Source: an optimization exercise on an open RTL-to-GDS flow (aim: small area). Production flows keep margins and buffers that such runs may drop. The RTL was checked by simulation tests, not by an equivalence proof against the original design. The flow treats the clock pin as an ideal source, which a real chip does not have. Power is estimated from default activity; no workload was simulated.

==> flow/design.v (outline; a module is shown in full before it is edited, if it fits) <==
// module MULTI_32bit: 2246 lines
// module nrm: 37 lines
// module aoi222_cell: 5 lines
// module fa_cell: 6 lines
// module ha_cell: 6 lines
// module bsel: 7 lines
// module aoi22_cell: 5 lines
// module bsel1: 5 lines
// module bsel_pos: 5 lines
// module xnor_cell: 5 lines
// module xor_cell: 5 lines
// module or_cell: 5 lines
// module and_cell: 5 lines
// module nor_cell: 5 lines
module MULTI_32bit(clk, rst, A, B, F);
  // ...
==> flow/flow/run.sh <==
#!/bin/bash
# Own layout flow: the standard ORFS flow (standard.sh, unchanged synthesis) with
#  - port buffers of a small buffer cell instead of the default delay buffer,
#  - every combinational cell set to its smallest drive strength after floorplan,
#    so that the later repair steps only upsize what timing, slew and load need.
set -euo pipefail
W=$(pwd)
export POST_FLOORPLAN_TCL=$W/flow/downsize.tcl
if [[ -f $W/flow/port_buffer ]]; then
  export BUFFER_PORTS_ARGS="-buffer_cell $(cat $W/flow/port_buffer)"
fi
if [[ -f $W/flow/recover.tcl ]]; then
  export POST_CTS_TCL=$W/flow/recover.tcl
fi
if [[ -f $W/flow/cts_args ]]; then
  export CTS_ARGS="$(cat $W/flow/cts_args)"
fi
bash standard.sh > $W/standard_flow.log 2>&1
==> flow/flow/cts_args <==
-sink_clustering_enable -repair_clock_nets -dont_use_dummy_load -buf_list {sky130_fd_sc_hd__clkbuf_4 sky130_fd_sc_hd__clkbuf_8}
==> flow/flow/downsize.tcl <==
# Generated table: each combinational cell -> the smallest-area cell with the same footprint and function.
set downsize_map [dict create \
  sky130_fd_sc_hd__a2111o_2 sky130_fd_sc_hd__a2111o_1 \
  sky130_fd_sc_hd__a2111o_4 sky130_fd_sc_hd__a2111o_1 \
  sky130_fd_sc_hd__a2111oi_1 sky130_fd_sc_hd__a2111oi_0 \
  sky130_fd_sc_hd__a2111oi_2 sky130_fd_sc_hd__a2111oi_0 \
  sky130_fd_sc_hd__a2111oi_4 sky130_fd_sc_hd__a2111oi_0 \
  sky130_fd_sc_hd__a211o_2 sky130_fd_sc_hd__a211o_1 \
  sky130_fd_sc_hd__a211o_4 sky130_fd_sc_hd__a211o_1 \
  sky130_fd_sc_hd__a211oi_2 sky130_fd_sc_hd__a211oi_1 \
  sky130_fd_sc_hd__a211oi_4 sky130_fd_sc_hd__a211oi_1 \
  sky130_fd_sc_hd__a21bo_4 sky130_fd_sc_hd__a21bo_1 \
  sky130_fd_sc_hd__a21boi_2 sky130_fd_sc_hd__a21boi_0 \
  sky130_fd_sc_hd__a21boi_4 sky130_fd_sc_hd__a21boi_0 \
  sky130_fd_sc_hd__a21o_2 sky130_fd_sc_hd__a21o_1 \
  sky130_fd_sc_hd__a21o_4 sky130_fd_sc_hd__a21o_1 \
  sky130_fd_sc_hd__a21oi_2 sky130_fd_sc_hd__a21oi_1 \
  sky130_fd_sc_hd__a21oi_4 sky130_fd_sc_hd__a21oi_1 \
  sky130_fd_sc_hd__a221o_2 sky130_fd_sc_hd__a221o_1 \
  sky130_fd_sc_hd__a221o_4 sky130_fd_sc_hd__a221o_1 \
  sky130_fd_sc_hd__a221oi_2 sky130_fd_sc_hd__a221oi_1 \
  sky130_fd_sc_hd__a221oi_4 sky130_fd_sc_hd__a221oi_1 \
  sky130_fd_sc_hd__a22o_2 sky130_fd_sc_hd__a22o_1 \
  sky130_fd_sc_hd__a22o_4 sky130_fd_sc_hd__a22o_1 \
  sky130_fd_sc_hd__a22oi_2 sky130_fd_sc_hd__a22oi_1 \
  sky130_fd_sc_hd__a22oi_4 sky130_fd_sc_hd__a22oi_1 \
  sky130_fd_sc_hd__a2bb2o_2 sky130_fd_sc_hd__a2bb2o_1 \
  sky130_fd_sc_hd__a2bb2o_4 sky130_fd_sc_hd__a2bb2o_1 \
  sky130_fd_sc_hd__a2bb2oi_2 sky130_fd_sc_hd__a2bb2oi_1 \
  sky130_fd_sc_hd__a2bb2oi_4 sky130_fd_sc_hd__a2bb2oi_1 \
  sky130_fd_sc_hd__a311o_2 sky130_fd_sc_hd__a311o_1 \
  sky130_fd_sc_hd__a311o_4 sky130_fd_sc_hd__a311o_1 \
  sky130_fd_sc_hd__a311oi_2 sky130_fd_sc_hd__a311oi_1 \
  sky130_fd_sc_hd__a311oi_4 sky130_fd_sc_hd__a311oi_1 \
  sky130_fd_sc_hd__a31o_4 sky130_fd_sc_hd__a31o_1 \
  sky130_fd_sc_hd__a31oi_2 sky130_fd_sc_hd__a31oi_1 \
  sky130_fd_sc_hd__a31oi_4 sky130_fd_sc_hd__a31oi_1 \
  sky130_fd_sc_hd__a32o_2 sky130_fd_sc_hd__a32o_1 \
  sky130_fd_sc_hd__a32o_4 sky130_fd_sc_hd__a32o_1 \
  sky130_fd_sc_hd__a32oi_2 sky130_fd_sc_hd__a32oi_1 \
  sky130_fd_sc_hd__a32oi_4 sky130_fd_sc_hd__a32oi_1 \
  sky130_fd_sc_hd__a41o_2 sky130_fd_sc_hd__a41o_1 \
  sky130_fd_sc_hd__a41o_4 sky130_fd_sc_hd__a41o_1 \
  sky130_fd_sc_hd__a41oi_2 sky130_fd_sc_hd__a41oi_1 \
  sky130_fd_sc_hd__a41oi_4 sky130_fd_sc_hd__a41oi_1 \
  sky130_fd_sc_hd__and2_2 sky130_fd_sc_hd__and2_0 \
  sky130_fd_sc_hd__and2_4 sky130_fd_sc_hd__and2_0 \
  sky130_fd_sc_hd__and2b_2 sky130_fd_sc_hd__and2b_1 \
  sky130_fd_sc_hd__and2b_4 sky130_fd_sc_hd__and2b_1 \
  sky130_fd_sc_hd__and3_2 sky130_fd_sc_hd__and3_1 \
  sky130_fd_sc_hd__and3_4 sky130_fd_sc_hd__and3_1 \
  sky130_fd_sc_hd__and3b_2 sky130_fd_sc_hd__and3b_1 \
  sky130_fd_sc_hd__and3b_4 sky130_fd_sc_hd__and3b_1 \
  sky130_fd_sc_hd__and4_2 sky130_fd_sc_hd__and4_1 \
  sky130_fd_sc_hd__and4_4 sky130_fd_sc_hd__and4_1 \
  sky130_fd_sc_hd__and4b_2 sky130_fd_sc_hd__and4b_1 \
  sky130_fd_sc_hd__and4b_4 sky130_fd_sc_hd__and4b_1 \
  sky130_fd_sc_hd__and4bb_4 sky130_fd_sc_hd__and4bb_1 \
  sky130_fd_sc_hd__buf_12 sky130_fd_sc_hd__buf_1 \
  sky130_fd_sc_hd__buf_16 sky130_fd_sc_hd__buf_1 \
  sky130_fd_sc_hd__buf_2 sky130_fd_sc_hd__buf_1 \
  sky130_fd_sc_hd__buf_4 sky130_fd_sc_hd__buf_1 \
  sky130_fd_sc_hd__buf_6 sky130_fd_sc_hd__buf_1 \
  sky130_fd_sc_hd__buf_8 sky130_fd_sc_hd__buf_1 \
  sky130_fd_sc_hd__bufbuf_16 sky130_fd_sc_hd__buf_1 \
  sky130_fd_sc_hd__bufbuf_8 sky130_fd_sc_hd__buf_1 \
  sky130_fd_sc_hd__bufinv_16 sky130_fd_sc_hd__inv_1 \
  sky130_fd_sc_hd__bufinv_8 sky130_fd_sc_hd__inv_1 \
  sky130_fd_sc_hd__clkbuf_16 sky130_fd_sc_hd__clkbuf_1 \
  sky130_fd_sc_hd__clkbuf_2 sky130_fd_sc_hd__clkbuf_1 \
  sky130_fd_sc_hd__clkbuf_4 sky130_fd_sc_hd__clkbuf_1 \
  sky130_fd_sc_hd__clkbuf_8 sky130_fd_sc_hd__clkbuf_1 \
  sky130_fd_sc_hd__clkinv_16 sky130_fd_sc_hd__clkinv_1 \
  sky130_fd_sc_hd__clkinv_2 sky130_fd_sc_hd__clkinv_1 \
  sky130_fd_sc_hd__clkinv_4 sky130_fd_sc_hd__clkinv_1 \
  sky130_fd_sc_hd__clkinv_8 sky130_fd_sc_hd__clkinv_1 \
  sky130_fd_sc_hd__clkinvlp_2 sky130_fd_sc_hd__inv_1 \
  sky130_fd_sc_hd__clkinvlp_4 sky130_fd_sc_hd__inv_1 \
  sky130_fd_sc_hd__ebufn_2 sky130_fd_sc_hd__ebufn_1 \
  sky130_fd_sc_hd__ebufn_4 sky130_fd_sc_hd__ebufn_1 \
  sky130_fd_sc_hd__ebufn_8 sky130_fd_sc_hd__ebufn_1 \
  sky130_fd_sc_hd__einvn_1 sky130_fd_sc_hd__einvn_0 \
  sky130_fd_sc_hd__einvn_2 sky130_fd_sc_hd__einvn_0 \
  sky130_fd_sc_hd__einvn_4 sky130_fd_sc_hd__einvn_0 \
  sky130_fd_sc_hd__einvn_8 sky130_fd_sc_hd__einvn_0 \
  sky130_fd_sc_hd__einvp_2 sky130_fd_sc_hd__einvp_1 \
  sky130_fd_sc_hd__einvp_4 sky130_fd_sc_hd__einvp_1 \
  sky130_fd_sc_hd__einvp_8 sky130_fd_sc_hd__einvp_1 \
  sky130_fd_sc_hd__fa_2 sky130_fd_sc_hd__fa_1 \
  sky130_fd_sc_hd__fa_4 sky130_fd_sc_hd__fa_1 \
  sky130_fd_sc_hd__ha_2 sky130_fd_sc_hd__ha_1 \
  sky130_fd_sc_hd__ha_4 sky130_fd_sc_hd__ha_1 \
  sky130_fd_sc_hd__inv_12 sky130_fd_sc_hd__inv_1 \
  sky130_fd_sc_hd__inv_16 sky130_fd_sc_hd__inv_1 \
  sky130_fd_sc_hd__inv_4 sky130_fd_sc_hd__inv_1 \
  sky130_fd_sc_hd__inv_6 sky130_fd_sc_hd__inv_1 \
  sky130_fd_sc_hd__inv_8 sky130_fd_sc_hd__inv_1 \
  sky130_fd_sc_hd__maj3_2 sky130_fd_sc_hd__maj3_1 \
  sky130_fd_sc_hd__maj3_4 sky130_fd_sc_hd__maj3_1 \
  sky130_fd_sc_hd__mux2_4 sky130_fd_sc_hd__mux2_1 \
  sky130_fd_sc_hd__mux2_8 sky130_fd_sc_hd__mux2_1 \
  sky130_fd_sc_hd__mux2i_2 sky130_fd_sc_hd__mux2i_1 \
  sky130_fd_sc_hd__mux2i_4 sky130_fd_sc_hd__mux2i_1 \
  sky130_fd_sc_hd__mux4_1 sky130_fd_sc_hd__mux4_2 \
  sky130_fd_sc_hd__mux4_4 sky130_fd_sc_hd__mux4_2 \
  sky130_fd_sc_hd__nand2_2 sky130_fd_sc_hd__nand2_1 \
  sky130_fd_sc_hd__nand2_4 sky130_fd_sc_hd__nand2_1 \
  sky130_fd_sc_hd__nand2_8 sky130_fd_sc_hd__nand2_1 \
  sky130_fd_sc_hd__nand2b_2 sky130_fd_sc_hd__nand2b_1 \
  sky130_fd_sc_hd__nand2b_4 sky130_fd_sc_hd__nand2b_1 \
  sky130_fd_sc_hd__nand3_2 sky130_fd_sc_hd__nand3_1 \
  sky130_fd_sc_hd__nand3_4 sky130_fd_sc_hd__nand3_1 \
  sky130_fd_sc_hd__nand3b_2 sky130_fd_sc_hd__nand3b_1 \
  sky130_fd_sc_hd__nand3b_4 sky130_fd_sc_hd__nand3b_1 \
  sky130_fd_sc_hd__nand4_2 sky130_fd_sc_hd__nand4_1 \
  sky130_fd_sc_hd__nand4_4 sky130_fd_sc_hd__nand4_1 \
  sky130_fd_sc_hd__nand4b_2 sky130_fd_sc_hd__nand4b_1 \
  sky130_fd_sc_hd__nand4b_4 sky130_fd_sc_hd__nand4b_1 \
  sky130_fd_sc_hd__nand4bb_2 sky130_fd_sc_hd__nand4bb_1 \
  sky130_fd_sc_hd__nand4bb_4 sky130_fd_sc_hd__nand4bb_1 \
  sky130_fd_sc_hd__nor2_2 sky130_fd_sc_hd__nor2_1 \
  sky130_fd_sc_hd__nor2_4 sky130_fd_sc_hd__nor2_1 \
  sky130_fd_sc_hd__nor2_8 sky130_fd_sc_hd__nor2_1 \
  sky130_fd_sc_hd__nor2b_2 sky130_fd_sc_hd__nor2b_1 \
  sky130_fd_sc_hd__nor2b_4 sky130_fd_sc_hd__nor2b_1 \
  sky130_fd_sc_hd__nor3_2 sky130_fd_sc_hd__nor3_1 \
  sky130_fd_sc_hd__nor3_4 sky130_fd_sc_hd__nor3_1 \
  sky130_fd_sc_hd__nor3b_2 sky130_fd_sc_hd__nor3b_1 \
  sky130_fd_sc_hd__nor3b_4 sky130_fd_sc_hd__nor3b_1 \
  sky130_fd_sc_hd__nor4_2 sky130_fd_sc_hd__nor4_1 \
  sky130_fd_sc_hd__nor4_4 sky130_fd_sc_hd__nor4_1 \
  sky130_fd_sc_hd__nor4b_2 sky130_fd_sc_hd__nor4b_1 \
  sky130_fd_sc_hd__nor4b_4 sky130_fd_sc_hd__nor4b_1 \
  sky130_fd_sc_hd__nor4bb_2 sky130_fd_sc_hd__nor4bb_1 \
  sky130_fd_sc_hd__nor4bb_4 sky130_fd_sc_hd__nor4bb_1 \
  sky130_fd_sc_hd__o2111a_2 sky130_fd_sc_hd__o2111a_1 \
  sky130_fd_sc_hd__o2111a_4 sky130_fd_sc_hd__o2111a_1 \
  sky130_fd_sc_hd__o2111ai_2 sky130_fd_sc_hd__o2111ai_1 \
  sky130_fd_sc_hd__o2111ai_4 sky130_fd_sc_hd__o2111ai_1 \
  sky130_fd_sc_hd__o211a_4 sky130_fd_sc_hd__o211a_1 \
  sky130_fd_sc_hd__o211ai_2 sky130_fd_sc_hd__o211ai_1 \
  sky130_fd_sc_hd__o211ai_4 sky130_fd_sc_hd__o211ai_1 \
  sky130_fd_sc_hd__o21a_2 sky130_fd_sc_hd__o21a_1 \
  sky130_fd_sc_hd__o21a_4 sky130_fd_sc_hd__o21a_1 \
  sky130_fd_sc_hd__o21ai_2 sky130_fd_sc_hd__o21ai_0 \
  sky130_fd_sc_hd__o21ai_4 sky130_fd_sc_hd__o21ai_0 \
  sky130_fd_sc_hd__o21ba_4 sky130_fd_sc_hd__o21ba_1 \
  sky130_fd_sc_hd__o21bai_2 sky130_fd_sc_hd__o21bai_1 \
  sky130_fd_sc_hd__o21bai_4 sky130_fd_sc_hd__o21bai_1 \
  sky130_fd_sc_hd__o221a_4 sky130_fd_sc_hd__o221a_1 \
  sky130_fd_sc_hd__o221ai_2 sky130_fd_sc_hd__o221ai_1 \
  sky130_fd_sc_hd__o221ai_4 sky130_fd_sc_hd__o221ai_1 \
  sky130_fd_sc_hd__o22a_2 sky130_fd_sc_hd__o22a_1 \
  sky130_fd_sc_hd__o22a_4 sky130_fd_sc_hd__o22a_1 \
  sky130_fd_sc_hd__o22ai_2 sky130_fd_sc_hd__o22ai_1 \
  sky130_fd_sc_hd__o22ai_4 sky130_fd_sc_hd__o22ai_1 \
  sky130_fd_sc_hd__o2bb2a_2 sky130_fd_sc_hd__o2bb2a_1 \
  sky130_fd_sc_hd__o2bb2a_4 sky130_fd_sc_hd__o2bb2a_1 \
  sky130_fd_sc_hd__o2bb2ai_2 sky130_fd_sc_hd__o2bb2ai_1 \
  sky130_fd_sc_hd__o2bb2ai_4 sky130_fd_sc_hd__o2bb2ai_1 \
  sky130_fd_sc_hd__o311a_2 sky130_fd_sc_hd__o311a_1 \
  sky130_fd_sc_hd__o311a_4 sky130_fd_sc_hd__o311a_1 \
  sky130_fd_sc_hd__o311ai_2 sky130_fd_sc_hd__o311ai_0 \
  sky130_fd_sc_hd__o311ai_4 sky130_fd_sc_hd__o311ai_0 \
  sky130_fd_sc_hd__o31a_2 sky130_fd_sc_hd__o31a_1 \
  sky130_fd_sc_hd__o31a_4 sky130_fd_sc_hd__o31a_1 \
  sky130_fd_sc_hd__o31ai_2 sky130_fd_sc_hd__o31ai_1 \
  sky130_fd_sc_hd__o31ai_4 sky130_fd_sc_hd__o31ai_1 \
  sky130_fd_sc_hd__o32a_2 sky130_fd_sc_hd__o32a_1 \
  sky130_fd_sc_hd__o32a_4 sky130_fd_sc_hd__o32a_1 \
  sky130_fd_sc_hd__o32ai_2 sky130_fd_sc_hd__o32ai_1 \
  sky130_fd_sc_hd__o32ai_4 sky130_fd_sc_hd__o32ai_1 \
  sky130_fd_sc_hd__o41a_2 sky130_fd_sc_hd__o41a_1 \
  sky130_fd_sc_hd__o41a_4 sky130_fd_sc_hd__o41a_1 \
  sky130_fd_sc_hd__o41ai_2 sky130_fd_sc_hd__o41ai_1 \
  sky130_fd_sc_hd__o41ai_4 sky130_fd_sc_hd__o41ai_1 \
  sky130_fd_sc_hd__or2_4 sky130_fd_sc_hd__or2_0 \
  sky130_fd_sc_hd__or2b_2 sky130_fd_sc_hd__or2b_1 \
  sky130_fd_sc_hd__or2b_4 sky130_fd_sc_hd__or2b_1 \
  sky130_fd_sc_hd__or3_2 sky130_fd_sc_hd__or3_1 \
  sky130_fd_sc_hd__or3_4 sky130_fd_sc_hd__or3_1 \
  sky130_fd_sc_hd__or3b_4 sky130_fd_sc_hd__or3b_1 \
  sky130_fd_sc_hd__or4_2 sky130_fd_sc_hd__or4_1 \
  sky130_fd_sc_hd__or4_4 sky130_fd_sc_hd__or4_1 \
  sky130_fd_sc_hd__or4b_4 sky130_fd_sc_hd__or4b_1 \
  sky130_fd_sc_hd__or4bb_2 sky130_fd_sc_hd__or4bb_1 \
  sky130_fd_sc_hd__or4bb_4 sky130_fd_sc_hd__or4bb_1 \
  sky130_fd_sc_hd__xnor2_2 sky130_fd_sc_hd__xnor2_1 \
  sky130_fd_sc_hd__xnor2_4 sky130_fd_sc_hd__xnor2_1 \
  sky130_fd_sc_hd__xnor3_2 sky130_fd_sc_hd__xnor3_1 \
  sky130_fd_sc_hd__xnor3_4 sky130_fd_sc_hd__xnor3_1 \
  sky130_fd_sc_hd__xor2_2 sky130_fd_sc_hd__xor2_1 \
  sky130_fd_sc_hd__xor2_4 sky130_fd_sc_hd__xor2_1 \
  sky130_fd_sc_hd__xor3_2 sky130_fd_sc_hd__xor3_1 \
  sky130_fd_sc_hd__xor3_4 sky130_fd_sc_hd__xor3_1 \
]
set n_down 0
set area_before 0.0
foreach inst [[ord::get_db_block] getInsts] {
  set m [[$inst getMaster] getName]
  if {[dict exists $downsize_map $m]} {
    replace_cell [$inst getName] [dict get $downsize_map $m]
    incr n_down
  }
}
puts "downsize.tcl: set $n_down instances to their smallest cell"
==> flow/flow/port_buffer <==
sky130_fd_sc_hd__buf_1
==> flow/standard.sh <==
#!/bin/bash
# synth_recipe.tcl (not shown) runs the flow's synth.tcl, then flattens the netlist and writes it again
# the make line also repeats each setting of config.mk as NAME=value (left out here)
make -C /OpenROAD-flow-scripts/flow DESIGN_CONFIG=/design/flow/config.mk WORK_HOME=/design/flow/orfs CLKGATE_MAP_FILE= SYNTH_SCRIPT=/design/flow/synth_recipe.tcl "${@:-finish}"
==> flow/config.mk <==
export PLATFORM = sky130hd
export DESIGN_NAME = MULTI_32bit
export DESIGN_NICKNAME = MULTI_32bit
export VERILOG_FILES = /design/flow/design.v
export SDC_FILE = /design/flow/constraint.sdc
export NUM_CORES = 4
export LEC_CHECK = 0
export CAP_MARGIN = 20
export CORE_MARGIN = 2
export CORE_UTILIZATION = 40
export PLACE_DENSITY = 0.5
export SLEW_MARGIN = 20
export SYNTH_HIERARCHICAL = 1
export SYNTH_MINIMUM_KEEP_SIZE = 0
==> flow/constraint.sdc <==
create_clock -name core_clock -period 8.0 [get_ports {clk}]
set_input_delay 1.6000 -clock core_clock [delete_from_list [all_inputs] [get_ports {clk}]]
set_output_delay 1.6000 -clock core_clock [all_outputs]
set_load 0.01 [all_outputs]
==> results.sh, run 1 <==
export IMPL_run_status="no timing/DRC/antenna violations"
export IMPL_timing_hold_ws_ns=0.318
export IMPL_design_final_nets=1803
export IMPL_postLayoutCellArea_sq_mm=0.0164
export IMPL_antenna_found_initial=1
export IMPL_synthesized_netlist_cell_count=1289
export IMPL_skew_ns=0.0182
export IMPL_clk_transition_reported_paths_ns=0.08
export IMPL_busiest_layer="met2"
export IMPL_layout_sequential_cells=142
export IMPL_fin_total_pwr_mw=9.31
export IMPL_rsz0062_at_grt="false"
export IMPL_irDropWorstVdd_uv=383
export IMPL_drt_first_iter_violations=3633
export IMPL_max_slew_margin_rel_pct=21.6
export IMPL_synth_top_area_cell="sky130_fd_sc_hd__fa_1"
export IMPL_drt_pass1_iter_count=15
export IMPL_post_route_non_filler_standard_cell_count=1962
export IMPL_slew_violations=0
export IMPL_timing_final_ws_setup_ns=0.449
export IMPL_insertion_delay_ns=0.48
export IMPL_syn_to_final_growth_pct=12.6
export IMPL_finalWirelength_mm=54.9
export IMPL_worstPathMaxFanout=11
export IMPL_finalSetupTns_ns=0
export IMPL_post_synth_top_count_cell="sky130_fd_sc_hd__a222oi_1"
export IMPL_routed_wl_met2_mm=23.3
export IMPL_max_flop_register="r2p"
export IMPL_first_pass_grt_wire_length_mm=83.2
export IMPL_crit_path_start="r1a[12]"
export IMPL_route_layer_met1_wl_mm=22.1
export IMPL_slowest_stage="sky130_fd_sc_hd__fa_1"
==> run 2, diff against run 1 <==
--- a/flow/config.mk
+++ b/flow/config.mk
@@ -8,5 +8,7 @@
 export CAP_MARGIN = 20
+export CELL_PAD_IN_SITES_DETAIL_PLACEMENT = 2
+export CELL_PAD_IN_SITES_GLOBAL_PLACEMENT = 2
 export CORE_MARGIN = 2
-export CORE_UTILIZATION = 40
-export PLACE_DENSITY = 0.5
+export CORE_UTILIZATION = 35
+export PLACE_DENSITY = 0.45
 export SLEW_MARGIN = 20
==> results.sh, run 2 <==
export IMPL_final_antenna_net_count=0
export IMPL_power_per_cell_area_mw_per_mm2=587
export IMPL_cts_num_sinks=142
export IMPL_synth_cell_area_sq_mm=0.0145
export IMPL_cp_data_arrival_time_ns=8.00
export IMPL_rsz0062_at_grt="false"
export IMPL_insertion_delay_ns=0.57
export IMPL_worstPathMaxFanout=9
export IMPL_worst_setup_path_start_kind="flip-flop"
export IMPL_num_antenna_cells=0
export IMPL_clk_transition_reported_paths_ns=0.07
export IMPL_finalWirelength_mm=63.8
export IMPL_run_status="no timing/DRC/antenna violations"
export IMPL_worst_r2r_endpoint="r2p[45]"
export IMPL_power_share_sequential_pct=13.2
export IMPL_dp_hpwl_mm=44.9
export IMPL_hold_viol=0
export IMPL_synthesized_netlist_cell_count=1289
export IMPL_grt_use_total_pct=29.2
export IMPL_p_clk_share_pct=4.7
export IMPL_critical_path_required_ns=8.44
export IMPL_synth_ff_type="sky130_fd_sc_hd__dfxtp_1"
export IMPL_intPower_mw=4.76
export IMPL_max_flop_register="r2p"
export IMPL_largest_net_degree_at_the_start_of_global_routing=40
export IMPL_r2r_setup_slack_ns=0.44
export IMPL_fin_total_pwr_mw=9.74
export IMPL_crit_path_start="r1a[2]"
export IMPL_hp_class="reg2reg"
export IMPL_synthesis_area_per_instance_sq_um=11.3
export IMPL_synth_top_area_cell="sky130_fd_sc_hd__fa_1"
export IMPL_drive_above_1_share_pct=9.73
export IMPL_rr_startpoint="r1a[2]"
export IMPL_cap_viol_max_count=0
export IMPL_fmaxAchievable_mhz=132
export IMPL_least_margin_pin_slew_ns=1.21
export IMPL_slew_violations=0
export IMPL_drc=0
export IMPL_yosys_register_bits=142
export IMPL_first_pass_grt_wire_length_mm=95.2
export IMPL_antenna_found_initial=0
export IMPL_drt_first_iter_violations=2736
export IMPL_vias=14100
export IMPL_syn_to_final_growth_pct=14.3
export IMPL_crit_path_cell_trace="xor2_1 > a21o_1 > a21o_1 > a21o_1 > a41oi_1 > buf_4 > o21ai_0 > a21o_1 > xor2_2 > a222oi_1 > fa_1 > fa_1 > fa_1 > fa_1 > fa_1 > xor2_1 > a21oi_1 > o21ai_0 > o21ai_0 > o31a_1 > o21ai_1 > a221o_1 > a31o_1 > xnor2_1"
export IMPL_register_area_sq_mm=0.00284
export IMPL_num_io_pins=98
export IMPL_critical_path_endpoint="r2p[45]"
export IMPL_vias_per_cell=6.89
export IMPL_switching_power_mw=4.98
export IMPL_critPathCaptureType="flip-flop"
export IMPL_fp_coreArea_sq_mm=0.0409
export IMPL_layout_cells_most_common_list="319 x sky130_fd_sc_hd__a222oi_1, 214 x sky130_fd_sc_hd__fa_1, 141 x sky130_fd_sc_hd__dfxtp_1, 110 x sky130_fd_sc_hd__buf_4, 96 x sky130_fd_sc_hd__buf_1"
export IMPL_worst_path_largest_cell_delay_ns=0.70
export IMPL_irDropWorstVdd_uv=380
export IMPL_ys_warn_count=7
export IMPL_post_route_non_filler_standard_cell_count=2043
export IMPL_yosys_cell_types_count=52
export IMPL_wl_per_cell_um=31.2
export IMPL_synth_seq_area_share_pct=19.6
export IMPL_io_buffer_count=96
export IMPL_gp_routability_congestion=0.868
export IMPL_ys_top_cells_by_count="319 x sky130_fd_sc_hd__a222oi_1, 214 x sky130_fd_sc_hd__fa_1, 142 x sky130_fd_sc_hd__dfxtp_1, 93 x sky130_fd_sc_hd__xor2_1, 74 x sky130_fd_sc_hd__xnor2_1"
export IMPL_number_of_global_route_vias_before_repair=15200
export IMPL_area_used_by_multi_input_combinational_logic_sq_mm=0.0115
export IMPL_share_of_flip_flops_with_an_asynchronous_set_or_reset_after_synthesis_pct=0
export IMPL_place_inst=2026
export IMPL_crit_top_cell="sky130_fd_sc_hd__fa_1"
export IMPL_largest_reg_flops=46
export IMPL_design_final_nets=1813
export IMPL_critical_path_class="reg2reg"
export IMPL_start_util_pct=35.5
export IMPL_setup_violations_final=0
export IMPL_floorplan_die_width_um=208
export IMPL_post_synth_top_count_cell="sky130_fd_sc_hd__a222oi_1"
export IMPL_clock_tree_from_tritoncts="built"
export IMPL_slowest_stage="sky130_fd_sc_hd__xor2_2"
export IMPL_global_route_overflow_total=0
export IMPL_max_slew_margin_rel_pct=19.5
export IMPL_design_die_area_sq_mm=0.0431
export IMPL_die_height_um=208
export IMPL_power_frac_comb_pct=82.1
export IMPL_fp_row_count=74
export IMPL_finalSetupTns_ns=0
export IMPL_timing_hold_ws_ns=0.328
export IMPL_reg_top3="r2p: 46 flops, F: 32 flops"
export IMPL_timing_reg2reg_worst_path_depth=24
export IMPL_switching_share_pct=51.1
export IMPL_top_cell_type_s_share_of_synthesized_area_pct=29.5
export IMPL_timing_final_crit_share_pct=94.5
export IMPL_number_of_synthesized_flops_with_an_enable_pin=0
export IMPL_finalCriticalPeriod_ns=7.56
export IMPL_mostFrequentLayoutCell="sky130_fd_sc_hd__a222oi_1"
export IMPL_drt_pass1_iter_count=13
export IMPL_netlist_top_cells_area="sky130_fd_sc_hd__fa_1 29%, sky130_fd_sc_hd__a222oi_1 22%, sky130_fd_sc_hd__dfxtp_1 20%, sky130_fd_sc_hd__xor2_1 5.6%, sky130_fd_sc_hd__xnor2_1 4.5%"
export IMPL_nFillCells=4384
export IMPL_leakage_nw=5.94
export IMPL_skew_ns=0.0305
==> run 2: cell counts after synthesis <==
Identical to the previous run, type by type.
==> run 2: final cells by class <==
| type | count | share of cell area (%) |
|---|---|---|
| repair buffers | 207 | 7.27 |
| flip-flops and latches | 142 | 17.1 |
| inverters | 36 | 0.814 |
| well taps | 532 | 4.01 |
| clock buffers | 17 | 1.41 |
| multi-input cells | 1109 | 69.4 |
==> run 2: cells by family (layout without fill, tap and decap cells) <==
kind of cell / count (synthesis) / in the layout / share of synthesized area (%)
AOI/OAI and AO/OA: 464 / 464 / 29.7
xor gates and xnor gates: 167 / 167 / 10.1
adders and majority gates: 234 / 234 / 31.2
buffers and inverters: 41 / 260 / 1.11
DFF: 142 / 142 / 19.6
other: 1 / 4 / 0.0258
and+or+nand+nor: 240 / 240 / 8.33
==> run 2: modules after synthesis, one instance, submodules excluded <==
module,copies in the design,cell area [sq um],flip-flops and latches
or_cell,21,6.26,0
nrm,1,541,0
fa_cell,209,20.0,0
xnor_cell,66,8.76,0
and_cell,22,6.26,0
aoi222_cell,319,10.0,0
MULTI_32bit,1,4630,142
xor_cell,89,8.76,0
aoi22_cell,15,12.5,0
nor_cell,43,3.75,0
==> run 2: worst min path at each step <==
stage,cells after the start,from,slack [ns],to
3_5_place_dp,0,r1e[3],0.31,r2e[3]
5_1_grt,0,r1e[7],0.34,r2e[7]
2_1_floorplan,0,r2s,0.31,F[31]
3_3_place_gp,0,r1e[4],0.31,r2e[4]
6_report,0,r1e[2],0.33,r2e[2]
==> run 2: worst max-delay path, delay by kind of cell (launching register included) <==
kind / cells / cell delay, ns
xor+xnor: 4 / 1.28
buf+inv: 1 / 0.19
flops: 1 / 0.49
fa+ha+maj: 5 / 2.43
compound gates: 14 / 3.03
==> run 2: power groups by stage <==
stage / clock (mW) / combinational, mW / sequential (mW)
floorplan: 0 / 5.64 / 1.28
global placement: 0 / 7.63 / 1.30
detailed placement: 0 / 7.94 / 1.30
global route: 0.520 / 8.84 / 1.30
finish: 0.458 / 8.00 / 1.28
==> run 2: stage by stage <==
step | cell area [sq um] | setup WS (ns) | utilization [%]
finish | 16600 | 0.440 | 40.6
global route | 16600 | 0.0337 | 40.6
detailed placement | 16300 | 0.278 | 39.8
global placement | 16300 | 0.252 | 39.8
floorplan | 14500 | 0.495 | -
==> run 2: per-layer routing <==
metal / track usage, % / wire length (um) / vias to the layer above
li1: - / - / 5810
met1: 36.8 / 25300 / 7247
met2: 45.6 / 29100 / 895
met3: 10.2 / 7230 / 134
met4: 12.0 / 2090 / 0
met5: 0 / 0 / -

what the ideal ports hide:
How much do the figures lean on ideal ports? The routed layouts below were timed once more, with nothing changed but the port constraints. Step 1, drivers: a clkbuf_16 drives clk and a buf_2 each remaining input, both assumed. Step 2 adds t to the input delays and takes it off the output delays; t is the mean of the earliest and latest rising clock arrival at the registers after step 1. Input paths then give back, and output paths get back, about the clock's delay inside the block. Three values: no drivers, after step 1, after step 2; two values: the first two.
run	t (ns)	slack for setup (ns)	worst data-port slew with drivers (ns)
run 1	0.525	0.449 / 0.449 / 0.449	0.04
run 2	0.607	0.440 / 0.440 / 0.440	0.07
After both steps every run listed still meets setup and hold.
